From an optimization exercise on the open Yosys and OpenROAD flow, aimed at small area, a short achievable clock period and few clock cycles; shortcuts taken in it are not production practice. At most, simulation tests tie the RTL to the original design; equivalence was not proved.

==> flow/design.v (excerpt) <==
module Cordic #(parameter DW=16, AW=4)(
	input                  clk, rst, en,
	output                 done,
	input  signed [DW-1:0] z,
	output signed [DW-1:0] x,y);
For scale: roughly 1,100 cells after synthesis, ~52 I/O pins, roughly 6100 µm² of cells after synthesis.
Settings: LEC_CHECK=0, ABC_AREA=1, CAP_MARGIN=20, CORE_MARGIN=2, CORE_UTILIZATION=40, CTS_CLUSTER_DIAMETER=200, CTS_CLUSTER_SIZE=40, SETUP_SLACK_MARGIN=5, SLEW_MARGIN=20; clock period 8.0 ns.
standard.sh (not shown) runs the stock make flow with config.mk's settings and CLKGATE_MAP_FILE= SYNTH_SCRIPT=/design/flow/synth_recipe.tcl, a recipe that flattens the netlist after the stock synthesis.
==> flow/flow/run.sh <==
#!/bin/bash
# The standard layout with two changes: adders are left to abc as plain
# gates (no full/half adder cells, ADDER_MAP_FILE empty), and the ports are
# buffered by the smallest buffer instead of the delay cell buffer_ports
# picks by default. Synthesis is otherwise the standard one (synth_recipe.tcl:
# no fsm or share pass, flattened, function nets renamed), so the registers
# and their names are the standard synthesis's. The whole output goes to
# flow.log here; each ORFS step also keeps its own log under orfs/logs/.
set -euo pipefail
export ADDER_MAP_FILE=
export BUFFER_PORTS_ARGS="-buffer_cell sky130_fd_sc_hd__buf_1"
bash standard.sh finish > flow.log 2>&1
The starting point completed without violations.
Testbench counts at the start, summed over its fixed seeds: cycles 48,000.
Then changed:
==> flow/flow/run.sh (replaced) <==
#!/bin/bash
# The standard layout with three changes:
#  - abc maps for area (flow/abc_area.script: "map -a" instead of "map"),
#    through a copy of ORFS's scripts folder that differs only in that file;
#  - adders are left to abc as plain gates (ADDER_MAP_FILE empty);
#  - the ports are buffered by the smallest buffer (buf_1) instead of the
#    delay cell buffer_ports picks by default.
# Synthesis is otherwise the standard one (synth_recipe.tcl: no fsm or share
# pass, flattened, function nets renamed), so the registers and their names
# are the standard synthesis's. The whole output goes to flow.log here; each
# ORFS step also keeps its own log under orfs/logs/.
set -euo pipefail
here=$(pwd)
cp -r "$FLOW_HOME/scripts" "$here/scripts"
cp "$here/flow/abc_area.script" "$here/scripts/abc_area.script"
export SCRIPTS_DIR="$here/scripts"
export ADDER_MAP_FILE=
export BUFFER_PORTS_ARGS="-buffer_cell sky130_fd_sc_hd__buf_1"
bash standard.sh finish > flow.log 2>&1
==> flow/flow/abc_area.script (new file) <==
strash
dch
map -a -B 0.9
topo
stime -c
buffer -c
upsize -c
dnsize -c
Settings changed: CORE_UTILIZATION 40 to 60, CTS_CLUSTER_DIAMETER 200 to default, CTS_CLUSTER_SIZE 40 to default.
Effect: Clock skew climbs by 9.0 ps; worst hold slack is worse by 16 ps; via count goes down by a few percent; final cell count is lower by about a fifth; routed wire length goes up by a few percent.
Then changed:
==> flow/flow/run.sh (replaced) <==
#!/bin/bash
# The standard layout with two changes: adders are left to abc as plain
# gates (no full/half adder cells, ADDER_MAP_FILE empty), and the ports are
# buffered by the smallest buffer instead of the delay cell buffer_ports
# picks by default. Synthesis is otherwise the standard one (synth_recipe.tcl:
# no fsm or share pass, flattened, function nets renamed), so the registers
# and their names are the standard synthesis's. The whole output goes to
# flow.log here; each ORFS step also keeps its own log under orfs/logs/.
set -euo pipefail
export ADDER_MAP_FILE=
export BUFFER_PORTS_ARGS="-buffer_cell sky130_fd_sc_hd__buf_1"
bash standard.sh finish > flow.log 2>&1
Settings changed: TNS_END_PERCENT from default to 0.
removed: flow/flow/abc_area.script
After rerunning:
- The new run passed the timing, design-rule and antenna checks
- via count climbs by a few percent
- routed wire length drops by roughly a tenth
- first-iteration DRC count drops by about a fifth
- worst setup slack gets better by 510 ps
- cell area drops by roughly a tenth
- die area climbs by roughly a tenth
- synthesized cell count climbs by a quarter to a third
- fmax climbs by about a fifth
Then changed:
Settings changed: CORE_UTILIZATION 60 to 75, TNS_END_PERCENT 0 to default.
The new run produced a clean layout.
Final cell count shrinks by 2.3%.
Wire length climbs by 5.0%.
First-iteration DRC count grows by 41%.


Setup of maple:
Another version of the RTL of Cordic (not shown whole).
Size: ~1000 cells after synthesis, ~54 flip-flops, about 52 I/O pins, about 6300 um2 of cells after synthesis.
==> flow/config.mk <==
export PLATFORM = sky130hd
export DESIGN_NAME = Cordic
export DESIGN_NICKNAME = Cordic
export VERILOG_FILES = /design/flow/design.v
export SDC_FILE = /design/flow/constraint.sdc
export NUM_CORES = 4
export LEC_CHECK = 0
export ABC_AREA = 1
export CAP_MARGIN = 20
export CORE_MARGIN = 2
export CORE_UTILIZATION = 40
export SETUP_SLACK_MARGIN = 4
export SLEW_MARGIN = 20
==> flow/constraint.sdc <==
create_clock -name core_clock -period 8.0 [get_ports {clk}]
set_input_delay 1.6000 -clock core_clock [delete_from_list [all_inputs] [get_ports {clk}]]
set_output_delay 1.6000 -clock core_clock [all_outputs]
set_load 0.01 [all_outputs]
==> flow/flow/run.sh <==
#!/bin/bash
# The standard layout (standard synthesis included), with the ports
# buffered by the smallest buffer instead of the delay cell buffer_ports
# picks by default. The whole output of the flow goes to flow.log here;
# each ORFS step also keeps its own log under orfs/logs/.
set -euo pipefail
export BUFFER_PORTS_ARGS="-buffer_cell sky130_fd_sc_hd__buf_1"
bash standard.sh finish > flow.log 2>&1
maple finished every stage and its layout cleared the timing, design-rule and antenna checks.
Testbench counts of maple, summed over its fixed seeds: cycles 48,000.
The inputs of harbor differ from those of maple as listed below.
==> flow/run.sh (new file) <==
#!/bin/bash
# synth_recipe.tcl (not shown) runs the flow's synth.tcl, then flattens the netlist and writes it again
# the make line also repeats each setting of config.mk as NAME=value (left out here)
make -C /OpenROAD-flow-scripts/flow DESIGN_CONFIG=/design/flow/config.mk WORK_HOME=/design/flow/orfs CLKGATE_MAP_FILE= SYNTH_SCRIPT=/design/flow/synth_recipe.tcl finish
removed: flow/flow/run.sh
removed: flow/standard.sh
### Flow results
Sequential cell area delta (maple -> harbor): insignificant. In harbor the routed wire length turned out 1.3% higher than in maple. Layout-stage area growth over the synthesis result | harbor above maple. Compared with maple, the detailed router inserted fewer vias in harbor. Going from maple to harbor, the layout buffer count excluding clock buffers was found to have gone down by 3.4%. Diff maple -> harbor: met2 usage in global routing has increased; cell depth of the worst flop-to-flop path lost 5; fraction of the core area covered by cells at the end of the flow shows an increase of 2.0 points; final instance area +300 um2.


## job 4200
The RTL this note starts from:
==> flow/design.v <==
module AtanROM #(parameter DW = 16 , AW = 4)(
	input         [(AW-1):0] address,
	output signed [DW-1:0]   AtanValue);
	reg           [DW-1:0]   romAtan;
	always @ (*)
	begin
		case (address)
			4'd0:    romAtan = 16'h3244;
			4'd1:    romAtan = 16'h1dac;
			4'd2:    romAtan = 16'h0fae;
			4'd3:    romAtan = 16'h07f5;
			4'd4:    romAtan = 16'h03ff;
			4'd5:    romAtan = 16'h0200;
			4'd6:    romAtan = 16'h0100;
			4'd7:    romAtan = 16'h0080;
			4'd8:    romAtan = 16'h0040;
			4'd9:    romAtan = 16'h0020;
			4'd10:   romAtan = 16'h0010;
			4'd11:   romAtan = 16'h0008;
			4'd12:   romAtan = 16'h0004;
			4'd13:   romAtan = 16'h0002;
			4'd14:   romAtan = 16'h0001;
			default: romAtan = 16'h0001;
		endcase
	end
	assign AtanValue = romAtan;
endmodule
module Cordic #(parameter DW=16, AW=4)(
	input                  clk, rst, en,
	output                 done,
	input  signed [DW-1:0] z,
	output signed [DW-1:0] x,y);
	reg signed [15:0] X, Y;
	reg        [15:0] Z;
	reg        [3:0]  n;         
	reg               busy, done_r;
	wire        [15:0] AtanValue;
	AtanROM #(.DW(16),.AW(4)) UUT (.address(n), .AtanValue(AtanValue));
	wire        start = en & ~busy;
	wire        last  = (n == 4'd14);
	always @ (posedge clk, posedge rst)
		if (rst) begin
			busy   <= 1'b0;
			done_r <= 1'b0;
			n      <= 4'd0;
		end else begin
			busy   <= busy ? ~last : en;
			done_r <= busy & last;
			n      <= (busy & ~last) | start ? n + 4'd1 : 4'd0;
		end
	wire               pos = ~Z[15];
	wire signed [15:0] ysh = Y >>> n;
	wire signed [15:0] xsh = X >>> n;
	wire signed [15:0] xi  = pos ? X - ysh : X + ysh;
	wire signed [15:0] yi  = pos ? Y + xsh : Y - xsh;
	wire        [15:0] zi  = pos ? Z - AtanValue : Z + AtanValue;
	wire        [15:0] z0  = z[15] ? z + 16'h3244 : z - 16'h3244;
	always @ (posedge clk) begin
		X <= busy ? xi : 16'h26dd;
		Y <= busy ? yi : (z[15] ? -16'sh26dd : 16'sh26dd);
		Z <= busy ? zi : z0;
	end
	assign done = done_r;
	assign x = X;
	assign y = Y;
endmodule
make LEC_CHECK=0 CAP_MARGIN=20 CORE_MARGIN=2 CORE_UTILIZATION=40 SETUP_SLACK_MARGIN=3.0 SLEW_MARGIN=20 finish   # period 8.0 ns
run.sh (not shown) runs the stock make flow with config.mk's settings and CLKGATE_MAP_FILE= SYNTH_SCRIPT=/design/flow/synth_recipe.tcl, a recipe that flattens the netlist after the stock synthesis.
Stock flow here: none of the scripts above is used.
Testbench counts of job 4200, summed over its fixed seeds: cycles 48,000.
Here is what was changed in the inputs of job 4575 compared with job 4200.
Settings: ABC_AREA: unset -> 1; SETUP_SLACK_MARGIN: 3.0 -> 4.
Job 4575 finished every step from synthesis to the final layout, and the layout passed the timing, design-rule and antenna checks. In the tables for job 4200 and job 4575, number of placed instances, taps included reads higher with job 4575. Side by side, count of fill cells added during filler insertion turned out higher in job 4575 than in job 4200. Taking job 4200 as the reference, in job 4575 total via count in the routed design now larger; number of buffers inserted to repair setup after CTS increased 4. The most common cell after layout, fill and taps aside comes out sky130_fd_sc_hd__nor2_1 in one run and sky130_fd_sc_hd__nand2_1 in the other, namely in job 4200 and job 4575 respectively. Compared with job 4200, job 4575 shows number of distinct library cells after synthesis lower by 29.


RTL: the design.v shown in full above, as it stands there.
Settings: LEC_CHECK=0, CAP_MARGIN=20, CORE_MARGIN=2, CORE_UTILIZATION=40, SLEW_MARGIN=20; clock period 8.0 ns.
Testbench counts at the start, summed over its fixed seeds: cycles 48,000.
Change:
Settings changed: SETUP_SLACK_MARGIN from default to 4.5.
The changed run passed the timing, design-rule and antenna checks.
Sequential share of layout area falls by 2.2 points.
Cell count grows by about 8%.
Global-route usage rises by 2.7 points.
Worst setup slack is better by 1.1 ns.
Non-clock buffer count went up by 90.


Setup of cedar:
Another version of the RTL of Cordic (not shown whole).
Size: about 75 flip-flops, about 52 I/O pins, about 6600 sq um of cells after synthesis.
clock: 8.0 ns
lec_check: 0
abc_area: 1
cap_margin: 20
core_margin: 2
core_utilization: 40
setup_slack_margin: 4
slew_margin: 20
standard.sh (not shown) runs the stock make flow with config.mk's settings and CLKGATE_MAP_FILE= SYNTH_SCRIPT=/design/flow/synth_recipe.tcl, a recipe that flattens the netlist after the stock synthesis.
==> flow/flow/run.sh <==
#!/bin/bash
# The standard layout with two changes: adders are left to abc as plain
# gates (no full/half adder cells, ADDER_MAP_FILE empty), and the ports are
# buffered by the smallest buffer instead of the delay cell buffer_ports
# picks by default. Synthesis is otherwise the standard one (synth_recipe.tcl:
# no fsm or share pass, flattened, function nets renamed), so the registers
# and their names are the standard synthesis's. The whole output goes to
# flow.log here; each ORFS step also keeps its own log under orfs/logs/.
set -euo pipefail
export ADDER_MAP_FILE=
export BUFFER_PORTS_ARGS="-buffer_cell sky130_fd_sc_hd__buf_1"
bash standard.sh finish > flow.log 2>&1
The final layout from cedar, which completed every stage, passed the timing, design-rule and antenna checks at the end of the flow.
### cedar -> nickel
==> flow/run.sh (new file) <==
#!/bin/bash
# synth_recipe.tcl (not shown) runs the flow's synth.tcl, then flattens the netlist and writes it again
# the make line also repeats each setting of config.mk as NAME=value (left out here)
make -C /OpenROAD-flow-scripts/flow DESIGN_CONFIG=/design/flow/config.mk WORK_HOME=/design/flow/orfs CLKGATE_MAP_FILE= SYNTH_SCRIPT=/design/flow/synth_recipe.tcl finish
removed: flow/flow/run.sh
removed: flow/standard.sh
Notes after the runs:
nickel finished end to end and its layout was clean on timing, DRC and antenna.
Of nickel and cedar, nickel shows the higher non-clock buffer count, with cedar below it.
Going from cedar to nickel, total buffers and inverters traversed by the critical path went down by 2, clock latency on the worst-skew pair held steady.
cedar has a higher worst setup slack than nickel.
Looking only at post-route core utilization, and setting everything else aside, the lower value of nickel and cedar goes to cedar.
Re worst-case headroom to the max-slew limit: nickel is 16 points up on cedar.
Note that the synthesized instance count recorded for nickel amounts to 0.891 times the value seen in cedar.
Relative to cedar, the global-route wire length before repair measured on nickel has decreased by a few percent.
No functional check of the RTL was part of any run of this note.


RTL: one of the versions met above, not the one the previous note started from.
Size: about 1100 cells after synthesis, about 60 flip-flops, about 52 I/O pins, about 0.0061 mm2 of cells after synthesis.
export LEC_CHECK = 0
export ABC_AREA = 1
export CAP_MARGIN = 20
export CORE_MARGIN = 2
export CORE_UTILIZATION = 60
export GPL_TIMING_DRIVEN = 1
export SETUP_SLACK_MARGIN = 5
export SLEW_MARGIN = 20
create_clock -name core_clock -period 8.0 [get_ports {clk}]
==> flow/flow/run.sh <==
#!/bin/bash
# The standard layout with two changes: adders are left to abc as plain
# gates (no full/half adder cells, ADDER_MAP_FILE empty), and the ports are
# buffered by the smallest buffer instead of the delay cell buffer_ports
# picks by default. Synthesis is otherwise the standard one (synth_recipe.tcl:
# no fsm or share pass, flattened, function nets renamed), so the registers
# and their names are the standard synthesis's. The whole output goes to
# flow.log here; each ORFS step also keeps its own log under orfs/logs/.
set -euo pipefail
export ADDER_MAP_FILE=
export BUFFER_PORTS_ARGS="-buffer_cell sky130_fd_sc_hd__buf_1"
bash standard.sh finish > flow.log 2>&1
Testbench counts at the start, summed over its fixed seeds: cycles 48,000.
==> next run, changes <==
Settings changed: CORE_UTILIZATION 60 to 65, GPL_TIMING_DRIVEN 1 to not set.
After rerunning: The changed run completed with no timing, DRC or antenna violations. Final area falls by 0.92%. Setup slack degrades by 98 ps. Global-route usage rises by 3.0 points. Via count rises by 0.41%.


Cordic again, from the RTL that the note above started with.
clock: 8.0 ns
lec_check: 0
abc_area: 1
cap_margin: 5
core_margin: 2
core_utilization: 60
setup_slack_margin: 5
slew_margin: 5
Scripts as last shown in full above: flow/flow/run.sh
Testbench counts at the start, summed over its fixed seeds: cycles 48,000.
Then changed:
Settings changed: CAP_MARGIN 5 to 20, CORE_UTILIZATION 60 to 50, SLEW_MARGIN 5 to 20.
What happened: Worst setup slack is worse by 0.019 ns. Cell count went up by 1.2%. Routed wire length went up by 8.3%. Count of clock-buffer cells in the layout does not change. Final area went up by 2.1%. Non-clock buffer count went up by 2. Global-route usage went down by 2.6 points. Die area went up by about 20%.
Then changed:
Settings changed: CORE_UTILIZATION 50 to 60, PLACE_DENSITY set to 0.8.
Effect: Non-clock buffer count shrinks by 3. Wire length drops by a little under a tenth. Area after synthesis stays the same. Via count grows by a few percent.
Then changed:
Settings changed: CORE_UTILIZATION 60 to 40, PLACE_DENSITY 0.8 to unset.
=> Worst hold slack loses 0.018 ns; routed wire length rises by 7.9%; fmax falls by 0.58%; die area rises by 48%; final cell count rises by 4.5%; design area rises by 2.1%; core utilization falls by 22 points.
Then changed:
Settings changed: CELL_PAD_IN_SITES_DETAIL_PLACEMENT set to 0, CELL_PAD_IN_SITES_GLOBAL_PLACEMENT set to 0, CORE_UTILIZATION 40 to 60.
The changed run finished with timing, DRC and antenna clean.
Synthesized area does not change.
Via count came out higher slightly.
Core utilization came out higher by 22 points.
Wire length came out lower by a little under a tenth.
Clock skew came out higher by 0.0061 ns.
Then changed:
Settings changed: ABC_AREA 1 to 0, CELL_PAD_IN_SITES_DETAIL_PLACEMENT 0 to unset, CELL_PAD_IN_SITES_GLOBAL_PLACEMENT 0 to unset, CORE_UTILIZATION 60 to 40.
What happened: The changed run ran to the end with no violations. Sequential share of layout area fell by 3.9 points. Via count fell by a little under a tenth. Synthesized cell count fell by a quarter to a third. Setup slack is worse by 1.1 ns.

## port drivers added, routing unchanged
Ports are ideal in the flow. The routed layouts listed here were re-timed in OpenROAD.
Step 1 (the two cells are an assumption about what drives the block):
set clk [get_ports {clk}]
set_driving_cell -lib_cell sky130_fd_sc_hd__clkbuf_16 $clk
set_driving_cell -lib_cell sky130_fd_sc_hd__buf_2 [delete_from_list [all_inputs] $clk]
Step 2 times the ports against the registers' clock, not the clock port: input delays grow and output delays shrink by t, the midpoint of the rising clock arrivals with the driver on.
Three values: ideal, step 1, step 2; two values: the first two.
| run | t (ns) | setup slack, ns | worst hold slack (ns) | worst setup path after step 2 | clock arrival spread, ns |
|---|---|---|---|---|---|
| the first run of note 1 | 0.390 | 5.255 / 5.255 / 5.152 | 0.635 / 0.635 / 0.635 | input to register | 0.007 / 0.007 |
| the second run of note 1 | 0.382 | 4.705 / 4.705 / 4.705 | 0.619 / 0.619 / 0.619 | register to register | 0.016 / 0.016 |
| the third run of note 1 | 0.401 | 5.215 / 5.215 / 5.068 | 0.613 / 0.613 / 0.613 | input to register | 0.015 / 0.015 |
| the fourth run of note 1 | 0.394 | 5.154 / 5.154 / 5.097 | 0.633 / 0.633 / 0.633 | input to register | 0.011 / 0.012 |
| maple | 0.354 | 4.324 / 4.324 / 4.214 | 0.516 / 0.516 / 0.516 | input to register | 0.008 / 0.008 |
| harbor | 0.351 | 4.343 / 4.361 / 4.010 | 0.514 / 0.514 / 0.514 | input to register | 0.004 / 0.004 |
| job 4200 | 0.348 | 3.246 / 3.246 / 3.246 | 0.582 / 0.582 / 0.582 | register to register | 0.009 / 0.010 |
| job 4575 | 0.348 | 4.218 / 4.218 / 3.913 | 0.565 / 0.565 / 0.565 | input to register | 0.013 / 0.013 |
| the first run of note 4 | 0.348 | 2.695 / 2.695 / 2.695 | 0.582 / 0.582 / 0.582 | register to register | 0.010 / 0.009 |
| the second run of note 4 | 0.356 | 3.767 / 3.767 / 3.767 | 0.582 / 0.582 / 0.582 | register to register | 0.009 / 0.009 |
| cedar | 0.395 | 4.726 / 4.726 / 4.726 | 0.489 / 0.489 / 0.489 | register to register | 0.009 / 0.009 |
| nickel | 0.385 | 4.417 / 4.417 / 4.417 | 0.497 / 0.497 / 0.497 | register to register | 0.010 / 0.009 |
| the first run of note 6 | 0.404 | 5.297 / 5.297 / 5.064 | 0.606 / 0.606 / 0.606 | input to register | 0.013 / 0.013 |
| the second run of note 6 | 0.378 | 5.200 / 5.200 / 5.056 | 0.644 / 0.644 / 0.644 | input to register | 0.016 / 0.016 |
| the first run of note 7 | 0.404 | 5.297 / 5.297 / 5.064 | 0.606 / 0.606 / 0.606 | input to register | 0.013 / 0.013 |
| the second run of note 7 | 0.384 | 5.279 / 5.279 / 4.984 | 0.635 / 0.635 / 0.635 | input to register | 0.009 / 0.009 |
| the third run of note 7 | 0.403 | 5.271 / 5.271 / 5.070 | 0.653 / 0.653 / 0.653 | input to register | 0.011 / 0.011 |
| the fourth run of note 7 | 0.390 | 5.255 / 5.255 / 5.152 | 0.635 / 0.635 / 0.635 | input to register | 0.007 / 0.007 |
| the fifth run of note 7 | 0.404 | 5.297 / 5.297 / 5.064 | 0.606 / 0.606 / 0.606 | input to register | 0.013 / 0.013 |
| the sixth run of note 7 | 0.388 | 4.239 / 4.239 / 4.239 | 0.602 / 0.602 / 0.602 | register to register | 0.009 / 0.010 |
After both steps every run listed still meets setup and hold. For harbor, which loses most, drivers alone change the setup slack by +0.018 ns; drivers and shift together by -0.333 ns.
